This design comes from an exercise in tuning for small area, a short achievable clock period and few clock cycles per item on the open sky130 flow, not from production work.
Function was checked by simulation only, so behaviour that the tests miss may differ from the original.
Power and IR drop assume default switching activity.

==> config.mk <==
export PLATFORM = sky130hd
export DESIGN_NAME = sort_top
export DESIGN_NICKNAME = sort_top
export VERILOG_FILES = /design/flow/design.v
export SDC_FILE = /design/flow/constraint.sdc
export NUM_CORES = 4
export LEC_CHECK = 0
export CAP_MARGIN = 20
export CORE_MARGIN = 2
export CORE_UTILIZATION = 55
export PLACE_DENSITY = 0.65
export SETUP_SLACK_MARGIN = 4.2
export SLEW_MARGIN = 20
==> constraint.sdc <==
create_clock -name core_clock -period 6.5 [get_ports {t_clk}]
set_input_delay 1.3000 -clock core_clock [delete_from_list [all_inputs] [get_ports {t_clk}]]
set_output_delay 1.3000 -clock core_clock [all_outputs]
set_load 0.01 [all_outputs]
==> design.v <==
`timescale 1ns / 1ps
module sort_top ( t_go, t_rst, t_clk, t_n, t_wr_en, t_wr_addr, t_wr_data, t_sorted_data, t_done);
input t_go, t_rst, t_clk;
input [5:0] t_n;
input t_wr_en;
input [4:0] t_wr_addr;
input [7:0] t_wr_data;
output [7:0] t_sorted_data;
output t_done;
localparam R = 2;        
localparam C = 16;       
reg [7:0] v [0:R-1][0:C-1];
reg       act_e;         
reg       act_o;         
reg       merge;         
reg [3:0] calm_q;        
wire      calm1 = &calm_q;  
reg       calm2;         
reg [4:0] cnt;           
reg [4:0] rl [0:R-1];    
reg [5:0] n_q;           
reg [7:0] out_q;
reg       done_q;
reg       idle;          
function gt8(input [7:0] x, input [7:0] y);
  reg [7:0] g, l;
  reg [3:0] g1, l1;
  reg [1:0] g2, l2;
  integer i;
  begin
    g = x & ~y;
    l = ~x & y;
    for (i = 0; i < 4; i = i + 1) begin
      g1[i] = g[2*i+1] | (~l[2*i+1] & g[2*i]);
      l1[i] = l[2*i+1] | (~g[2*i+1] & l[2*i]);
    end
    for (i = 0; i < 2; i = i + 1) begin
      g2[i] = g1[2*i+1] | (~l1[2*i+1] & g1[2*i]);
      l2[i] = l1[2*i+1] | (~g1[2*i+1] & l1[2*i]);
    end
    gt8 = g2[1] | (~l2[1] & g2[0]);
  end
endfunction
wire [C-2:0] sw [0:R-1];
wire [R-1:0] row_sw;
wire [2*R-1:0] half_sw;
wire [R-1:0] hv;
wire [R-1:0] win;
reg          b_lt;
assign win[0] = hv[0] & (~hv[1] | ~b_lt);
assign win[1] = hv[1] & (~hv[0] | b_lt);
wire [R-1:0] adv;
assign adv[0] = (merge & win[0]) | sw[0][0];
assign adv[1] = (merge & win[1]) | sw[1][0];
wire b_lt_next = adv[0] ? (adv[1] ? gt8(v[0][1], v[1][1]) : gt8(v[0][1], v[1][0]))
                        : (adv[1] ? gt8(v[0][0], v[1][1]) : gt8(v[0][0], v[1][0]));
genvar r, j, q;
generate
  for (r = 0; r < R; r = r + 1) begin : g_row
    for (j = 0; j < C-1; j = j + 1) begin : g_pair
      wire act = (j % 2 == 1) ? act_o : act_e;
      assign sw[r][j] = act & (n_q > R * (j + 1) + r) & gt8(v[r][j], v[r][j+1]);
    end
    assign row_sw[r] = |sw[r];
    assign half_sw[2*r]   = |sw[r][C/2-1:0];
    assign half_sw[2*r+1] = |sw[r][C-2:C/2];
    assign hv[r] = (rl[r] != 5'd0);
  end
endgenerate
generate
  for (r = 0; r < R; r = r + 1) begin : g_rc
    for (j = 0; j < C; j = j + 1) begin : g_cell
      wire s_wr    = t_wr_en & (t_wr_addr == R * j + r);
      wire s_right = (merge & win[r]) | ((j < C-1) ? sw[r][(j < C-1) ? j : 0] : 1'b0);
      wire s_left  = (j > 0) ? sw[r][(j > 0) ? j-1 : 0] : 1'b0;
      wire s_hold  = ~(s_wr | s_right | s_left);
      wire [7:0] vr = (j < C-1) ? v[r][(j < C-1) ? j+1 : j] : 8'd0;
      wire [7:0] vf = (j > 0) ? v[r][(j > 0) ? j-1 : j] : 8'd0;
      always @(posedge t_clk)
        v[r][j] <= ({8{s_wr}} & t_wr_data) | ({8{s_right}} & vr) | ({8{s_left}} & vf) | ({8{s_hold}} & v[r][j]);
    end
    always @(posedge t_clk) begin
      if (idle)
        rl[r] <= (t_n + (R - 1 - r)) >> 1;
      else if (merge & win[r])
        rl[r] <= rl[r] - 5'd1;
    end
  end
endgenerate
wire [7:0] head_min = ({8{win[0]}} & v[0][0]) | ({8{win[1]}} & v[1][0]);
assign t_sorted_data = out_q;
assign t_done = done_q;
always @(posedge t_clk) begin
  n_q <= t_n;
  out_q <= head_min;
  b_lt <= b_lt_next;
  if (t_rst) begin
    act_e <= 1'b0;
    act_o <= 1'b0;
    merge <= 1'b0;
    idle <= 1'b1;
    done_q <= 1'b0;
  end else begin
    done_q <= merge;
    if (idle) begin
      act_e <= t_go;
      idle <= ~t_go;
      cnt <= (t_n + 6'd1) >> 1;
      calm_q <= 4'd0;
      calm2 <= 1'b0;
    end else if (act_e | act_o) begin
      calm_q <= ~half_sw;
      calm2 <= calm1;
      if (cnt == 5'd1 || (calm1 && calm2)) begin
        act_e <= 1'b0;
        act_o <= 1'b0;
        merge <= 1'b1;
      end else begin
        act_e <= act_o;
        act_o <= act_e;
        cnt <= cnt - 5'd1;
      end
    end else begin
      if ((rl[0] == 5'd1 && rl[1] == 5'd0) || (rl[0] == 5'd0 && rl[1] == 5'd1)) begin
        merge <= 1'b0;
        idle <= 1'b1;
      end
    end
  end
end
endmodule
==> flow/run.sh <==
#!/bin/bash
# The standard layout (standard.sh), except that abc maps the logic with an
# area-oriented script (flow/area.abc) in place of ORFS's speed script, and
# that the make variables listed in flow/make_args.txt (one per line) are
# added to ORFS's make command line. The synthesis is otherwise
# synth_recipe.tcl unchanged, so the registers and their names are the
# standard synthesis's. Each tool's output goes to a log here.
set -euo pipefail
W=$PWD
{
  printf 'proc abc {args} {\n'
  printf '  set i [lsearch -exact $args -script]\n'
  printf '  if {$i >= 0} { lset args [expr {$i + 1}] %s }\n' "$W/flow/area.abc"
  printf '  yosys abc {*}$args\n'
  printf '}\n'
  cat "$W/synth_recipe.tcl"
} > "$W/area_synth.tcl"
EXTRA=""
if [[ -f "$W/flow/make_args.txt" ]]; then
  while IFS= read -r line; do
    [[ -n "$line" ]] && EXTRA+=" '$line'"
  done < "$W/flow/make_args.txt"
fi
sed -e "s#SYNTH_SCRIPT=[^ ]*synth_recipe.tcl#SYNTH_SCRIPT=$W/area_synth.tcl#" \
    -e "s#^make -C \([^ ]*\) #make -C \1$EXTRA #" "$W/standard.sh" > "$W/area_standard.sh"
grep -q "SYNTH_SCRIPT=$W/area_synth.tcl" "$W/area_standard.sh"
bash "$W/area_standard.sh" > "$W/make.log" 2>&1
==> flow/area.abc <==
strash
dch
map -a
topo
stime -c
==> flow/make_args.txt <==
MATCH_CELL_FOOTPRINT=0
BUFFER_PORTS_ARGS=-buffer_cell sky130_fd_sc_hd__buf_4
==> standard.sh <==
#!/bin/bash
# synth_recipe.tcl (not shown) runs the flow's synth.tcl, then flattens the netlist and writes it again
# the make line also repeats each setting of config.mk as NAME=value (left out here)
make -C /OpenROAD-flow-scripts/flow DESIGN_CONFIG=/design/flow/config.mk WORK_HOME=/design/flow/orfs CLKGATE_MAP_FILE= SYNTH_SCRIPT=/design/flow/synth_recipe.tcl "${@:-finish}"
==> metrics.md, run 1 <==
| Metric | Value |
|---|---|
| Number of port buffers | `31` |
| Core Rows | `63` |
| Syn avg cell area | `7.16 µm²` |
| DR vias/cell | `6.48` |
| Worst slew margin | `0.424` |
| FILL cells | `~2.6k` |
| Status | `no timing/DRC/antenna violations` |
| Initial antenna violation count | `0` |
| Setup crit start kind | `flop` |
| Max VDD drop | `0.307 mV` |
| Multi-input gate area | `10,000 µm²` |
| FMAX | `440 MHz` |
| Final WL | `59.0 mm` |
| FFs w/ async S/R, synth | `0` |
| Clock Sink Count | `~300` |
| Io pins | `32` |
| Commonest non-fill, non-tap cell in the layout | `nand2_1` |
| CP peak stage delay | `0.49 ns` |
| Top-area cell type share of the netlist area | `0.332` |
| P_leak | `approximately 7.1 nW` |
| Ys flop type | `dfxtp_1` |
| Sequential area share after synthesis | `0.368` |
| First-pass GRT wire length | `90.9 mm` |
| FF/Latch Area | `6160 µm²` |
| CTS tree | `done` |
| Ys Warns | `3` |
| Final setup fails | `0` |
| Routability congestion estimate | `just over 0.9` |
| Worst Path Required | `roughly 7 ns` |
| Clk pin slew, worst setup/hold paths | `around 0.060 ns` |
| Die height | `178 µm` |
| DP HPWL | `41.2 mm` |
| Full die area | `31,700 µm²` |
| Max stage delay cell, worst path | `dfxtp_2` |
| Drt drc | `0` |
| Commonest cells after routing, fill and taps aside | `nand2_1, clkinv_1, dfxtp_1, nor2_1, o221ai_1` |
| Total Routing Usage GR | `0.357` |
| Final-report hold violation count | `0` |
| Post-synth top area cell | `dfxtp_1` |
| Crit path max fanout | `8` |
| Ant diodes | `0` |
| GRT overflow | `0` |
| Hold crit path type | `flop to flop` |
| H-tree depth | `2` |
| Post-Syn Area | `16,700 µm²` |
| Slew Viols, Final | `0` |
| Synth Register Bits | `~300` |
| Longest Clk Path Bufs | `3` |
| Syn Nets | `between 2k and 2.5k` |
| Critical Path AT | `2.65 ns` |
| Clock skew | `0.0151 ns` |
| Largest cells by area after synthesis | `dfxtp_1, nand2_1, clkinv_1, o221ai_1, a22oi_1` |
| Crit-path cells | `clkinv_1 -> nor2_2 -> nand3_1 -> a21oi_2 -> nand2_1 -> clkinvlp_4 -> nor2_1 -> nand2_2 -> o2111ai_1` |
| Wire length per cell | `~20 µm` |
| Post-layout nets | `2,544` |
| Critical path class | `flop to flop` |
| Library cells used by synthesis | `30` |
| Worst slack at placement | `3.25 ns` |
| Setup crit end kind | `flop` |
| Post-synth EDFFs | `20` |
| Post-route setup slack | `4.23 ns` |
| Later-pin clock latency in the skew report | `0.52 ns` |
| Final min period | `2.27 ns` |
| Setup tns final | `0 ns` |
| Total power | `9.53 mW` |
| Area growth syn-to-layout | `22.8%` |
| # Max-Cap Violations | `0` |
| Layout cells sized above 1 | `0.186` |
| Fin crit share | `0.350` |
| Starting Density | `0.561` |
| 1st-pass router iterations | `6` |
| Core ar. | `29,700 µm²` |
| Pwr dens | `466 nW/µm²` |
| Detailed-route via count | `19.0k` |
| Total CTS buffers | `35` |
| Root Driver | `clkbuf_16` |
| Vias in the first global route | `16.9k` |
| First-iteration detailed-routing DRC count | `between 1.5k and 2k` |
| Mapped Cells | `2,329` |
| ANT nets after route | `0` |
| Largest net degree at the start of global routing | `32` |
| Worst-Margin Slew | `0.858 ns` |
| RSZ-0062 raised after global routing | `true` |
| DIE WIDTH | `178 µm` |
report_power, final:
part	internal (mW)	switching, mW
Sequential	2.57	0.896
Clock	1.15	0.778
Combinational	1.63	2.51
Total	5.35	4.18
layer usage:
layer / track usage / vias to the layer above / part of all wire
li1: - / 8974 / -
met1: 0.485 / 8882 / 0.42
met2: 0.572 / 934 / 0.45
met3: 0.0582 / 171 / 0.092
met4: 0.130 / 0 / 0.040
met5: 0 / - / 0
through the flow:
stage / area (µm²) / util / hold slack, ns / cells
2_1_floorplan: 16800 / - / 0.437 / 2329
3_3_place_gp: 17600 / 0.592 / 0.468 / 2753
3_5_place_dp: 17600 / 0.592 / 0.475 / 2753
4_1_cts: 19300 / 0.648 / 0.502 / 2841
5_1_grt: 20500 / 0.689 / 0.529 / 2926
6_report: 20500 / 0.689 / 0.510 / 2926
area by class of cell:
cell class | count | area share
Sequential cell | 296 | 0.301
Clock buffer | 58 | 0.0520
Tap cell | 390 | 0.0238
Multi-Input combinational cell | 1651 | 0.491
Inverter | 382 | 0.0757
Timing Repair Buffer | 146 | 0.0550
Clock inverter | 3 | 0.00196
logic make-up after synthesis:
group           share of synthesized area
xor+xnor                          0.00473
simple gates                        0.200
buf+inv                            0.0860
fa+ha+maj                         0.00676
compound gates                      0.335
flops                               0.368
critical path, delay by kind of cell (launching register included):
| family | cells | cell delay (ns) |
|---|---|---|
| simple gates | 5 | 0.85 |
| flops | 1 | 0.49 |
| compound gates | 2 | 0.40 |
| buf+inv | 2 | 0.37 |
flip-flops by register name, indices dropped and copies added, names as in the netlist:
signal and flops:
calm_q 4, v 256, n_q 6, calm2 1, out_q 8, cnt 5, merge 1, rl 10
idle 1, act_o 1, act_e 1, done_q 1, b_lt 1
synth_stat cells (all sizes together) (6+ instances only):
cell type  count
nand4          9
clkinv       382
edfxtp        20
o211ai        26
ha             9
xnor2          6
o21ai         98
nand3         69
nor3          22
o22ai         76
a22oi        152
o221ai       162
a21oi        103
dfxtp        276
nand2        509
o2111ai       99
a211oi         8
nor2         238
a31oi         41
a32oi          6
final timing paths:
check                                 startpoint  slack (ns)  cells past startpoint          endpoint
worst min register to register  v[15][3]$_DFF_P_        0.51                      2  v[14][3]$_DFF_P_
worst min-delay path            v[15][3]$_DFF_P_        0.51                      2  v[14][3]$_DFF_P_
worst max register to register    n_q[1]$_DFF_P_        4.23                      9   v[5][5]$_DFF_P_
worst max-delay path              n_q[1]$_DFF_P_        4.23                      9   v[5][5]$_DFF_P_
timing repair:
item | in CTS | in global routing
hold buffers | 0 | 0
gates cloned | 1 | 0
gates resized for setup | 129 | 163
pin swaps | 11 | 38
endpoints found under the setup margin | 270 | 270
buffers inserted | 26 | 85
Testbench counts, summed over its fixed seeds: cycles 4,189, items 1,645.
==> inputs of run 2 (changes only) <==
--- a/config.mk
+++ b/config.mk
@@ -8,6 +8,6 @@
 export CAP_MARGIN = 20
 export CORE_MARGIN = 2
-export CORE_UTILIZATION = 55
-export PLACE_DENSITY = 0.65
+export CORE_UTILIZATION = 45
+export PLACE_DENSITY = 0.55
 export SETUP_SLACK_MARGIN = 4.2
 export SLEW_MARGIN = 20
==> metrics.md, run 2 <==
| Metric | Value |
|---|---|
| Commonest non-fill, non-tap cell in the layout | `nand2_1` |
| Register bank with the most flops | `v` |
| Crit path max fanout | `1 (-7)` |
| First-pass GRT wire length | `97.7 mm (+7.4%)` |
| Commonest cells after routing, fill and taps aside | `nand2_1, clkinv_1, dfxtp_1, nor2_1, o221ai_1` |
| Area growth syn-to-layout | `23.4%` |
| Largest net degree at the start of global routing | `32 (unchanged)` |
| Sw Ratio | `0.443 (+0.00394)` |
| Syn Nets | `2,361 (unchanged)` |
| CTS tree | `done` |
| Most common cell in the netlist | `nand2_1` |
| Ys Warns | `3 (unchanged)` |
| Initial antenna violation count | `0 (unchanged)` |
| Compound-Gate Fraction of Synth Area | `0.335 (unchanged)` |
| Io pins | `32 (unchanged)` |
| Mux cell area share after synthesis | `0 (unchanged)` |
| Starting Density | `0.456 (-0.104)` |
| Critical path class | `flop to primary output` |
| Setup crit end kind | `primary output` |
| Mapped Cells | `2,329 (unchanged)` |
| Xor/xnor share of the synthesized area | `0.00473 (unchanged)` |
| DIE WIDTH | `196 µm (+10%)` |
| Vias in the first global route | `17.2k (+1.5%)` |
| DR vias/cell | `6.19 (-4.4%)` |
| First-iteration detailed-routing DRC count | `1,545 (-14%)` |
| Ant diodes | `0 (unchanged)` |
| Pwr dens | `470 nW/µm² (+0.93%)` |
| Wire length per cell | `20.7 µm (+2.4%)` |
| Full die area | `38,600 µm² (+22%)` |
| Post-synth EDFFs | `20 (unchanged)` |
| Detailed-route via count | `18.5k (-2.3%)` |
| P_leak | `7.12 nW (-0.33%)` |
| Synth Area in Simple Gates | `0.200 (unchanged)` |
| Worst-Margin Slew | `0.881 ns (+0.0226 ns)` |
| H-tree depth | `2 (unchanged)` |
| Setup crit start kind | `flop` |
| FFs w/ async S/R, synth | `0 (unchanged)` |
| Drt drc | `0 (unchanged)` |
| Library cells used by synthesis | `30 (unchanged)` |
| Met3 Use GR | `0.0448 (-0.0134)` |
| Final WL | `61.8 mm (+4.7%)` |
| Longest Clk Path Bufs | `3 (unchanged)` |
| 1st-pass router iterations | `5 (-1)` |
| Clock skew | `0.00984 ns (-0.00526 ns)` |
| Sw Pwr | `4.28 mW (+2.4%)` |
| FILL cells | `3,650 (+41%)` |
| Sequential area share after synthesis | `0.368 (unchanged)` |
| Final Non-Filler Cells | `2,991 (+2.2%)` |
| Top cells by count, synth | `nand2_1, clkinv_1, dfxtp_1` |
| Dpl cells | `2,831 (+2.8%)` |
| Post-layout nets | `2,533 (-0.43%)` |
| Worst Path Buf+Inv | `1 (-1)` |
| Worst Path Required | `5.20 ns (-1.68 ns)` |
| Main combinational cell family by area after synthesis | `compound AO/OA/AOI/OAI gates` |
| Placement-stage cell area | `17,700 µm² (+0.55%)` |
| Routability congestion estimate | `0.882 (-4.8%)` |
| Top-area cell type share of the netlist area | `0.332 (unchanged)` |
| CP peak stage delay | `0.30 ns (-0.19 ns)` |
| Worst slew margin | `0.408 (-0.0152)` |
| Total CTS buffers | `37 (+5.7%)` |
| Die height | `196 µm (+10%)` |
| Core Rows | `70 (+11%)` |
| Clock Sink Count | `296 (unchanged)` |
| GR Util met2 | `0.514 (-0.0584)` |
| # Max-Cap Violations | `0 (unchanged)` |
| Crit-path cells | `buf_4` |
| Final setup fails | `0 (unchanged)` |
| ANT nets after route | `0 (unchanged)` |
| Power share of the sequential group | `0.360 (-0.003)` |
| Max VDD drop | `0.285 mV (-7.2%)` |
| Root Driver | `clkbuf_16` |
| Max stage delay cell, worst path | `dfxtp_1` |
| Layout cells sized above 1 | `0.197 (+0.0117)` |
| Final-report hold violation count | `0 (unchanged)` |
| Post-synth top area cell | `dfxtp_1` |
| Finished Cell Area | `20,600 µm² (+0.51%)` |
| Combinational power share | `0.433 (about the same)` |
| Clk pwr share | `0.207 (+0.004)` |
| Worst slack at placement | `3.28 ns (+0.0313 ns)` |
| Worst path top cell family by delay | `flip-flops` |
| Met1 Use GR | `0.442 (-0.0431)` |
| RSZ-0062 raised after global routing | `true` |
| Clk pin slew, worst setup/hold paths | `0.06 ns (about the same)` |
| Synth Area in Adders | `0.00676 (unchanged)` |
| Later-pin clock latency in the skew report | `0.55 ns (+0.03 ns)` |
| Finished Core Util | `0.563 (-0.125)` |
| Post-Syn Area | `16,700 µm² (unchanged)` |
| Syn avg cell area | `7.16 µm² (unchanged)` |
| Core ar. | `36,500 µm² (+23%)` |
| Setup tns final | `0 ns (unchanged)` |
| Ys flop type | `dfxtp_1` |
| Max FFs per register | `256 (unchanged)` |
| Final min period | `2.27 ns (-0.00280 ns)` |
| Most crowded layer after global routing | `met2` |
| Critical Path AT | `0.97 ns (-1.68 ns)` |
| Synth Register Bits | `296 (unchanged)` |
| Regs by FF count | `v x256, rl x10, out_q x8` |
| Hold crit path type | `flop to flop` |
| DP HPWL | `43.8 mm (+6.3%)` |
| Number of port buffers | `31 (unchanged)` |
| Status | `no timing/DRC/antenna violations` |
| Slew Viols, Final | `0 (unchanged)` |
| Post-route setup slack | `4.23 ns (+0.00280 ns)` |
| Internal | `5.39 mW (+0.73%)` |
| Total Routing Usage GR | `0.317 (-0.0398)` |
| Fin crit share | `0.349 (-0.000431)` |
| GRT overflow | `0 (unchanged)` |
| FMAX | `441 MHz (+0.12%)` |
| Largest cells by area after synthesis | `dfxtp_1, nand2_1, clkinv_1, o221ai_1, a22oi_1` |
run 2: final cells by class:
| class | count | area [µm²] | share of cell area |
|---|---|---|---|
| flip-flops and latches | 296 | 6180 | 0.300 |
| well taps | 468 | 586 | 0.0285 |
| multi-input cells | 1651 | 10100 | 0.490 |
| repair inverters | 1 | 5.00 | 0.000243 |
| clock inverters | 7 | 63.8 | 0.00310 |
| inverters | 382 | 1540 | 0.0750 |
| clock buffers | 54 | 1070 | 0.0520 |
| repair buffers | 132 | 1050 | 0.0510 |
run 2: per-layer routing:
layer	up-vias	wire length (µm)
met1	8839	27900
met2	617	27900
met3	129	4050
met4	0	1840
met5	-	0
li1	8943	-
run 2: final timing paths:
kind | start | to | slack (ns) | cells past startpoint
setup / recovery | out_q[2]$_DFF_P_ | t_sorted_data[2] | 4.23 | 1
hold / removal | v[19][0]$_DFF_P_ | v[18][0]$_DFF_P_ | 0.50 | 2
setup reg to reg | rl[1][0]$_DFFE_PP_ | rl[0][1]$_DFFE_PP_ | 4.24 | 10
hold reg to reg | v[19][0]$_DFF_P_ | v[18][0]$_DFF_P_ | 0.50 | 2
run 2: power by group through the flow:
stage                     clock, mW  combinational, mW  sequential (mW)
final                          2.00               4.18             3.48
after global routing           2.10               4.68             3.58
after CTS                      2.03               3.90             3.42
after detailed placement          0               3.70             3.44
after global placement            0               3.65             3.44
after floorplan                   0               2.81             3.17
run 2: logic make-up after synthesis:
family / Yosys count
AOI/OAI and AO/OA: 784
xor gates and xnor gates: 9
adders and majority gates: 9
buffers and inverters: 382
DFF: 296
and+or+nand+nor: 849
run 2: metrics by stage:
stage / total power [mW] / hold slack [ns]
after floorplan: 5.98 / 0.437
after global placement: 7.09 / 0.478
after detailed placement: 7.14 / 0.484
after CTS: 9.35 / 0.492
after global routing: 10.4 / 0.514
final: 9.67 / 0.499
run 2: timing repair:
item | in CTS | in global routing
cloned | 1 | 1
hold buffers | 0 | 0
pin swaps | 13 | 35
buffers inserted | 43 | 54
endpoints found under the setup margin | 273 | 277
gates resized for setup | 150 | 190
==> inputs of run 3 (changes only) <==
--- a/config.mk
+++ b/config.mk
@@ -8,5 +8,5 @@
 export CAP_MARGIN = 20
 export CORE_MARGIN = 2
-export CORE_UTILIZATION = 45
+export CORE_UTILIZATION = 50
 export PLACE_DENSITY = 0.55
 export SETUP_SLACK_MARGIN = 4.2
==> metrics.md, run 3 <==
| Metric | Value |
|---|---|
| Status | `no timing/DRC/antenna violations` |
| Regs by FF count | `v x256, rl x10, out_q x8` |
| DP HPWL | `41.9 mm (-4.4%)` |
| Final-report hold violation count | `0 (unchanged)` |
| Hold_sp | `v[15][3]$_DFF_P_` |
| Post-layout nets | `2,536 (+0.12%)` |
| Mux cell area share after synthesis | `0 (unchanged)` |
| Post-synth EDFFs | `20 (unchanged)` |
| Ys Warns | `3 (unchanged)` |
| Max VDD drop | `0.252 mV (-11%)` |
| DR vias/cell | `6.30 (+1.7%)` |
| Worst slew margin | `0.379 (-0.0290)` |
| Finished Cell Area | `20,300 µm² (-1.2%)` |
| Slew Viols, Final | `0 (unchanged)` |
| Worst-Margin Slew | `0.924 ns (+0.0432 ns)` |
| Worst Path Buf+Inv | `1 (unchanged)` |
| Clk pin slew, worst setup/hold paths | `0.06 ns (about the same)` |
| Most common cell in the netlist | `nand2_1` |
| Dpl cells | `2,804 (-0.95%)` |
| Final setup fails | `0 (unchanged)` |
| Setup crit start kind | `flop` |
| 1st-pass router iterations | `8 (+3)` |
| Post-synth top area cell | `dfxtp_1` |
| Io pins | `32 (unchanged)` |
| Crit-path cells | `buf_4` |
| Post-route setup slack | `4.25 ns (+0.0172 ns)` |
| Final WL | `59.0 mm (-4.5%)` |
| Fin Hold WS | `0.498 ns (-0.00110 ns)` |
| Worst slack at placement | `3.26 ns (-0.0242 ns)` |
| Crit path max fanout | `1 (unchanged)` |
| Worst Path Required | `5.20 ns (about the same)` |
| Area growth syn-to-layout | `21.9%` |
| Later-pin clock latency in the skew report | `0.53 ns (-0.02 ns)` |
| Final Non-Filler Cells | `2,962 (-0.97%)` |
| Crit path from | `done_q$_SDFF_PP0_` |
| Root Driver | `clkbuf_16` |
| Full die area | `34,800 µm² (-9.8%)` |
| Hold Path End | `v[14][3]$_DFF_P_` |
| GRT overflow | `0 (unchanged)` |
| # Max-Cap Violations | `0 (unchanged)` |
| DIE WIDTH | `187 µm (-5.0%)` |
| Compound-Gate Fraction of Synth Area | `0.335 (unchanged)` |
| Library cells used by synthesis | `30 (unchanged)` |
| P_leak | `7.06 nW (-0.81%)` |
| Top-area cell type share of the netlist area | `0.332 (unchanged)` |
| FFs w/ async S/R, synth | `0 (unchanged)` |
| Ant diodes | `0 (unchanged)` |
| Max stage delay cell, worst path | `dfxtp_1` |
| Synth Area in Adders | `0.00676 (unchanged)` |
| Clock skew | `0.0176 ns (+0.00777 ns)` |
| Ys flop type | `dfxtp_1` |
| Core Rows | `66 (-5.7%)` |
| Syn avg cell area | `7.16 µm² (unchanged)` |
| First-pass GRT wire length | `92.1 mm (-5.7%)` |
| Xor/xnor share of the synthesized area | `0.00473 (unchanged)` |
| Total power | `9.41 mW (-2.7%)` |
| First-iteration detailed-routing DRC count | `1,733 (+12%)` |
| Die height | `187 µm (-5.0%)` |
| Syn Nets | `2,361 (unchanged)` |
| RR Startpoint | `v[1][5]$_DFF_P_` |
| Drt drc | `0 (unchanged)` |
| Hold crit path type | `flop to flop` |
| Vias in the first global route | `17.0k (-1.2%)` |
| Largest cells by area after synthesis | `dfxtp_1, nand2_1, clkinv_1, o221ai_1, a22oi_1` |
| Hold Path Depth | `2 (unchanged)` |
| Routability congestion estimate | `0.928 (+5.2%)` |
| Longest Clk Path Bufs | `3 (unchanged)` |
| CTS tree | `done` |
| Main combinational cell family by area after synthesis | `compound AO/OA/AOI/OAI gates` |
| Critical path class | `flop to primary output` |
| Commonest cells after routing, fill and taps aside | `nand2_1, clkinv_1, dfxtp_1, o221ai_1, nor2_1` |
| Sequential area share after synthesis | `0.368 (unchanged)` |
| Max FFs per register | `256 (unchanged)` |
| Reg2Reg Setup Slack | `4.26 ns (+0.02 ns)` |
| Initial antenna violation count | `0 (unchanged)` |
| FMAX | `444 MHz (+0.77%)` |
| Setup crit end kind | `primary output` |
| Core ar. | `32,700 µm² (-10%)` |
| RSZ-0062 raised after global routing | `true` |
| ANT nets after route | `0 (unchanged)` |
| Clock Sink Count | `296 (unchanged)` |
| Layout cells sized above 1 | `0.179 (-0.0188)` |
| Final min period | `2.25 ns (-0.0172 ns)` |
| Synth Area in Simple Gates | `0.200 (unchanged)` |
| Register bank with the most flops | `v` |
| Synth Register Bits | `296 (unchanged)` |
| Post-Syn Area | `16,700 µm² (unchanged)` |
| Worst path top cell family by delay | `flip-flops` |
| R2R Path End | `b_lt$_DFF_P_` |
| Number of port buffers | `31 (unchanged)` |
| Setup tns final | `0 ns (unchanged)` |
| Detailed-route via count | `18.7k (+0.70%)` |
| CP peak stage delay | `0.30 ns (about the same)` |
| Critical Path AT | `0.95 ns (-0.02 ns)` |
| FILL cells | `3,097 (-15%)` |
| Post-CTS Hold Buffers | `0 (unchanged)` |
| Largest net degree at the start of global routing | `32 (unchanged)` |
| Starting Density | `0.510 (+0.0533)` |
| Placement-stage cell area | `17,600 µm² (-0.23%)` |
| Top cells by count, synth | `nand2_1, clkinv_1, dfxtp_1` |
| H-tree depth | `2 (unchanged)` |
| Total Routing Usage GR | `0.324 (+0.00673)` |
| R2R cell count | `10 (unchanged)` |
| Commonest non-fill, non-tap cell in the layout | `nand2_1` |
| Pwr dens | `463 nW/µm² (-1.4%)` |
| Wire length per cell | `19.9 µm (-3.5%)` |
| Mapped Cells | `2,329 (unchanged)` |
| Total CTS buffers | `36 (-2.7%)` |
| Fin crit share | `0.347 (-0.00265)` |
| Finished Core Util | `0.621 (+0.0580)` |
[run 3: what timing repair did]
item / in CTS / in global routing
setup buffers: 34 / 69
gates cloned: 1 / 0
pin swaps: 19 / 39
endpoints found under the setup margin: 269 / 269
gates resized for setup: 152 / 127
[run 3: cell families after synthesis]
kind of cell | after synthesis
buf+inv | 382
flops | 296
xor+xnor | 9
compound gates | 784
simple gates | 849
fa+ha+maj | 9
[run 3: worst max-delay path by stage]
stage | endpoint | cells past startpoint | slack [ns]
2_1_floorplan | v[7][0]$_DFF_P_ | 9 | 3.97
3_3_place_gp | v[1][6]$_DFF_P_ | 9 | 3.34
3_5_place_dp | v[22][2]$_DFF_P_ | 12 | 3.26
4_1_cts | v[6][5]$_DFF_P_ | 8 | 4.10
5_1_grt | v[23][1]$_DFF_P_ | 12 | 4.12
6_report | t_done | 1 | 4.25
[run 3: layout make-up]
type	count	area, µm²	share of cell area
clock inverters	10	73.8	0.00363
clock buffers	44	952	0.0469
flip-flops and latches	296	6150	0.303
repair buffers	137	1070	0.0527
multi-input cells	1651	9990	0.492
well taps	442	553	0.0272
inverters	382	1530	0.0751
[run 3: power breakdown]
part / switching, mW / leakage, nW / internal (mW) / total [mW]
clock network: 0.778 / 0.503 / 1.07 / 1.84
logic: 2.50 / 4.05 / 1.60 / 4.11
registers: 0.898 / 2.50 / 2.56 / 3.46
[run 3: routing by layer]
metal / GRT usage / part of all wire
met1: 0.443 / 0.44
met2: 0.517 / 0.45
met3: 0.0545 / 0.079
met4: 0.116 / 0.036
met5: 0 / 0
==> inputs of run 4 (changes only) <==
--- a/config.mk
+++ b/config.mk
@@ -9,5 +9,5 @@
 export CORE_MARGIN = 2
 export CORE_UTILIZATION = 50
-export PLACE_DENSITY = 0.55
+export PLACE_DENSITY = 0.6
 export SETUP_SLACK_MARGIN = 4.2
 export SLEW_MARGIN = 20
==> metrics.md, run 4 <==
| Metric | Value |
|---|---|
| Status | `no timing/DRC/antenna violations` |
| Fin Hold WS | `0.498 ns (unchanged)` |
| Syn Nets | `2,361 (unchanged)` |
| Initial antenna violation count | `0 (unchanged)` |
| Regs by FF count | `v x256, rl x10, out_q x8` |
| Hold Path Depth | `2 (unchanged)` |
| Total Routing Usage GR | `0.324 (unchanged)` |
| Library cells used by synthesis | `30 (unchanged)` |
| Worst slew margin | `0.379 (unchanged)` |
| DP HPWL | `41.9 mm (unchanged)` |
| Top-area cell type share of the netlist area | `0.332 (unchanged)` |
| P_leak | `7.06 nW (unchanged)` |
| FF/Latch Area | `6150 µm² (unchanged)` |
| Vias in the first global route | `17.0k (unchanged)` |
| Register bank with the most flops | `v` |
| Mapped Cells | `2,329 (unchanged)` |
| CTS tree | `done` |
| Reg2Reg Setup Slack | `4.26 ns (about the same)` |
| Ant diodes | `0 (unchanged)` |
| Setup crit start kind | `flop` |
| Worst slack at placement | `3.26 ns (unchanged)` |
| Core Rows | `66 (unchanged)` |
| Clk pwr share | `0.196 (about the same)` |
| FILL cells | `3,097 (unchanged)` |
| Longest Clk Path Bufs | `3 (unchanged)` |
| Hold Path End | `v[14][3]$_DFF_P_` |
| Top cells by count, synth | `nand2_1, clkinv_1, dfxtp_1` |
| Internal | `5.23 mW (unchanged)` |
| Syn avg cell area | `7.16 µm² (unchanged)` |
| Final min period | `2.25 ns (unchanged)` |
| Sw Ratio | `0.444 (unchanged)` |
| Setup tns final | `0 ns (unchanged)` |
| Post-synth EDFFs | `20 (unchanged)` |
| 1st-pass router iterations | `8 (unchanged)` |
| Synth Register Bits | `296 (unchanged)` |
| Hold crit path type | `flop to flop` |
| Total CTS buffers | `36 (unchanged)` |
| Worst-Margin Slew | `0.924 ns (unchanged)` |
| First-iteration detailed-routing DRC count | `1,733 (unchanged)` |
| Slew Viols, Final | `0 (unchanged)` |
| Compound-Gate Fraction of Synth Area | `0.335 (unchanged)` |
| Hold_sp | `v[15][3]$_DFF_P_` |
| Power share of the sequential group | `0.368 (about the same)` |
| # Max-Cap Violations | `0 (unchanged)` |
| Sw Pwr | `4.18 mW (unchanged)` |
| Routability congestion estimate | `0.928 (unchanged)` |
| Starting Density | `0.510 (unchanged)` |
| Core ar. | `32,700 µm² (unchanged)` |
| FFs w/ async S/R, synth | `0 (unchanged)` |
| Most common cell in the netlist | `nand2_1` |
| Area growth syn-to-layout | `21.9% (unchanged)` |
| Max VDD drop | `0.252 mV (unchanged)` |
| Synth Area in Simple Gates | `0.200 (unchanged)` |
| ANT nets after route | `0 (unchanged)` |
| Fin crit share | `0.347 (unchanged)` |
| Xor/xnor share of the synthesized area | `0.00473 (unchanged)` |
| RR Startpoint | `v[1][5]$_DFF_P_` |
| Setup crit end kind | `primary output` |
| Ys flop type | `dfxtp_1` |
| H-tree depth | `2 (unchanged)` |
| Worst Path Required | `5.20 ns (about the same)` |
| Crit-path cells | `buf_4` |
| Max stage delay cell, worst path | `dfxtp_1` |
| Full die area | `34,800 µm² (unchanged)` |
| Drt drc | `0 (unchanged)` |
| Worst path top cell family by delay | `flip-flops` |
| Largest cells by area after synthesis | `dfxtp_1, nand2_1, clkinv_1, o221ai_1, a22oi_1` |
| Ys Warns | `3 (unchanged)` |
| Root Driver | `clkbuf_16` |
| Final setup fails | `0 (unchanged)` |
| Post-CTS Hold Buffers | `0 (unchanged)` |
| Commonest cells after routing, fill and taps aside | `nand2_1, clkinv_1, dfxtp_1, o221ai_1, nor2_1` |
| Pwr dens | `463 nW/µm² (unchanged)` |
| Critical path class | `flop to primary output` |
| Mux cell area share after synthesis | `0 (unchanged)` |
| Worst Path Buf+Inv | `1 (unchanged)` |
| R2R Path End | `b_lt$_DFF_P_` |
| Final-report hold violation count | `0 (unchanged)` |
| FMAX | `444 MHz (unchanged)` |
| DR vias/cell | `6.30 (unchanged)` |
| Synth Area in Adders | `0.00676 (unchanged)` |
| Max FFs per register | `256 (unchanged)` |
| Post-synth top area cell | `dfxtp_1` |
| Sequential area share after synthesis | `0.368 (unchanged)` |
| CP peak stage delay | `0.30 ns (about the same)` |
| Die height | `187 µm (unchanged)` |
| Largest net degree at the start of global routing | `32 (unchanged)` |
| RSZ-0062 raised after global routing | `true` |
| Wire length per cell | `19.9 µm (unchanged)` |
| Multi-input gate area | `9990 µm² (unchanged)` |
| Detailed-route via count | `18.7k (unchanged)` |
| Clock Sink Count | `296 (unchanged)` |
| Commonest non-fill, non-tap cell in the layout | `nand2_1` |
| Post-layout nets | `2,536 (unchanged)` |
| DIE WIDTH | `187 µm (unchanged)` |
| Io pins | `32 (unchanged)` |
| Layout cells sized above 1 | `0.179 (unchanged)` |
| Later-pin clock latency in the skew report | `0.53 ns (about the same)` |
| Post-Syn Area | `16,700 µm² (unchanged)` |
| Main combinational cell family by area after synthesis | `compound AO/OA/AOI/OAI gates` |
| First-pass GRT wire length | `92.1 mm (unchanged)` |
| Critical Path AT | `0.95 ns (about the same)` |
| Final WL | `59.0 mm (unchanged)` |
| GRT overflow | `0 (unchanged)` |
| Number of port buffers | `31 (unchanged)` |
| Crit path max fanout | `1 (unchanged)` |
| R2R cell count | `10 (unchanged)` |
| Post-route setup slack | `4.25 ns (unchanged)` |
| Clk pin slew, worst setup/hold paths | `0.06 ns (about the same)` |
| Clock skew | `0.0176 ns (unchanged)` |
| Combinational power share | `0.436 (about the same)` |
## run 4: cell type report
class | instances | share of cell area
flip-flops and latches | 296 | 0.303
multi-input cells | 1651 | 0.492
clock buffers | 44 | 0.0469
well taps | 442 | 0.0272
clock inverters | 10 | 0.00363
repair buffers | 137 | 0.0527
inverters | 382 | 0.0751
## run 4: per-stage QoR
stage	cells	instance area, µm²	utilization	power (mW)
CTS	2893	19400	0.593	9.10
detailed placement	2804	17600	0.540	7.13
finish	2962	20300	0.621	9.41
global route	2962	20300	0.621	10.0
floorplan	2329	16800	-	5.98
global placement	2804	17600	0.540	7.05
## run 4: how the worst max path moves through the flow
stage                                  start               end  depth (start not counted)
final                      done_q$_SDFF_PP0_            t_done                          1
after global placement          t_wr_addr[2]   v[1][6]$_DFF_P_                          9
after global routing        v[23][7]$_DFF_P_  v[23][1]$_DFF_P_                         12
after floorplan                 t_wr_addr[1]   v[7][0]$_DFF_P_                          9
after CTS                            t_wr_en   v[6][5]$_DFF_P_                          8
after detailed placement  rl[0][2]$_DFFE_PP_  v[22][2]$_DFF_P_                         12
## run 4: cells by family after synthesis
family / Yosys count
AND/OR/NAND/NOR: 849
adder cells (fa/ha/maj): 9
buffers and inverters: 382
flip-flops: 296
XOR/XNOR: 9
AO/OA/AOI/OAI: 784
## run 4: repair_timing
item / 4_1_cts / 5_1_grt
pin swaps: 19 / 39
cloned: 1 / 0
gates resized for setup: 152 / 127
setup endpoints to repair: 269 / 269
buffers inserted: 34 / 69
## run 4: per-layer routing
metal,GRT usage,wire length (µm),share of wire,vias to the layer above
met3,0.0545,4670,0.079,143
met4,0.116,2150,0.036,0
li1,-,-,-,8951
met2,0.517,26500,0.45,723
met5,0,0,0,-
met1,0.443,25700,0.44,8840
## run 4: power by group through the flow
| stage | clock network, mW | registers, mW | logic [mW] |
|---|---|---|---|
| floorplan | 0 | 3.17 | 2.81 |
| global placement | 0 | 3.44 | 3.62 |
| detailed placement | 0 | 3.44 | 3.69 |
| CTS | 1.86 | 3.41 | 3.83 |
| global route | 1.93 | 3.54 | 4.57 |
| finish | 1.84 | 3.46 | 4.11 |

[re-timing with driven ports]
No port has a modelled driver above. Below, the same layouts with a new extraction and two added sets of constraints.
Step 1 sets driving cells, clkbuf_16 on the clock port and buf_2 on the other inputs (assumed; they add their load-dependent delay and slew).
Step 2 adds t to the input delays and takes it off the output delays; t is the mean of the earliest and latest rising clock arrival at the registers after step 1. Input paths then give back, and output paths get back, about the clock's delay inside the block.
Slacks: ideal / step 1 / step 2; pairs: ideal / step 1.
run | t (ns) | setup slack, ns | latest minus earliest clock arrival (ns) | worst data-port slew with drivers (ns)
run 1 | 0.571 | 4.227 / 4.187 / 3.739 | 0.016 / 0.016 | 0.03
run 2 | 0.604 | 4.230 / 4.171 / 3.716 | 0.011 / 0.012 | 0.04
run 3 | 0.577 | 4.247 / 4.189 / 3.743 | 0.017 / 0.017 | 0.04
run 4 | 0.577 | 4.247 / 4.189 / 3.743 | 0.017 / 0.017 | 0.04
After both steps setup and hold are still met in every run listed. For run 2, which loses most, drivers alone change the setup slack by -0.059 ns; drivers and shift together by -0.514 ns.
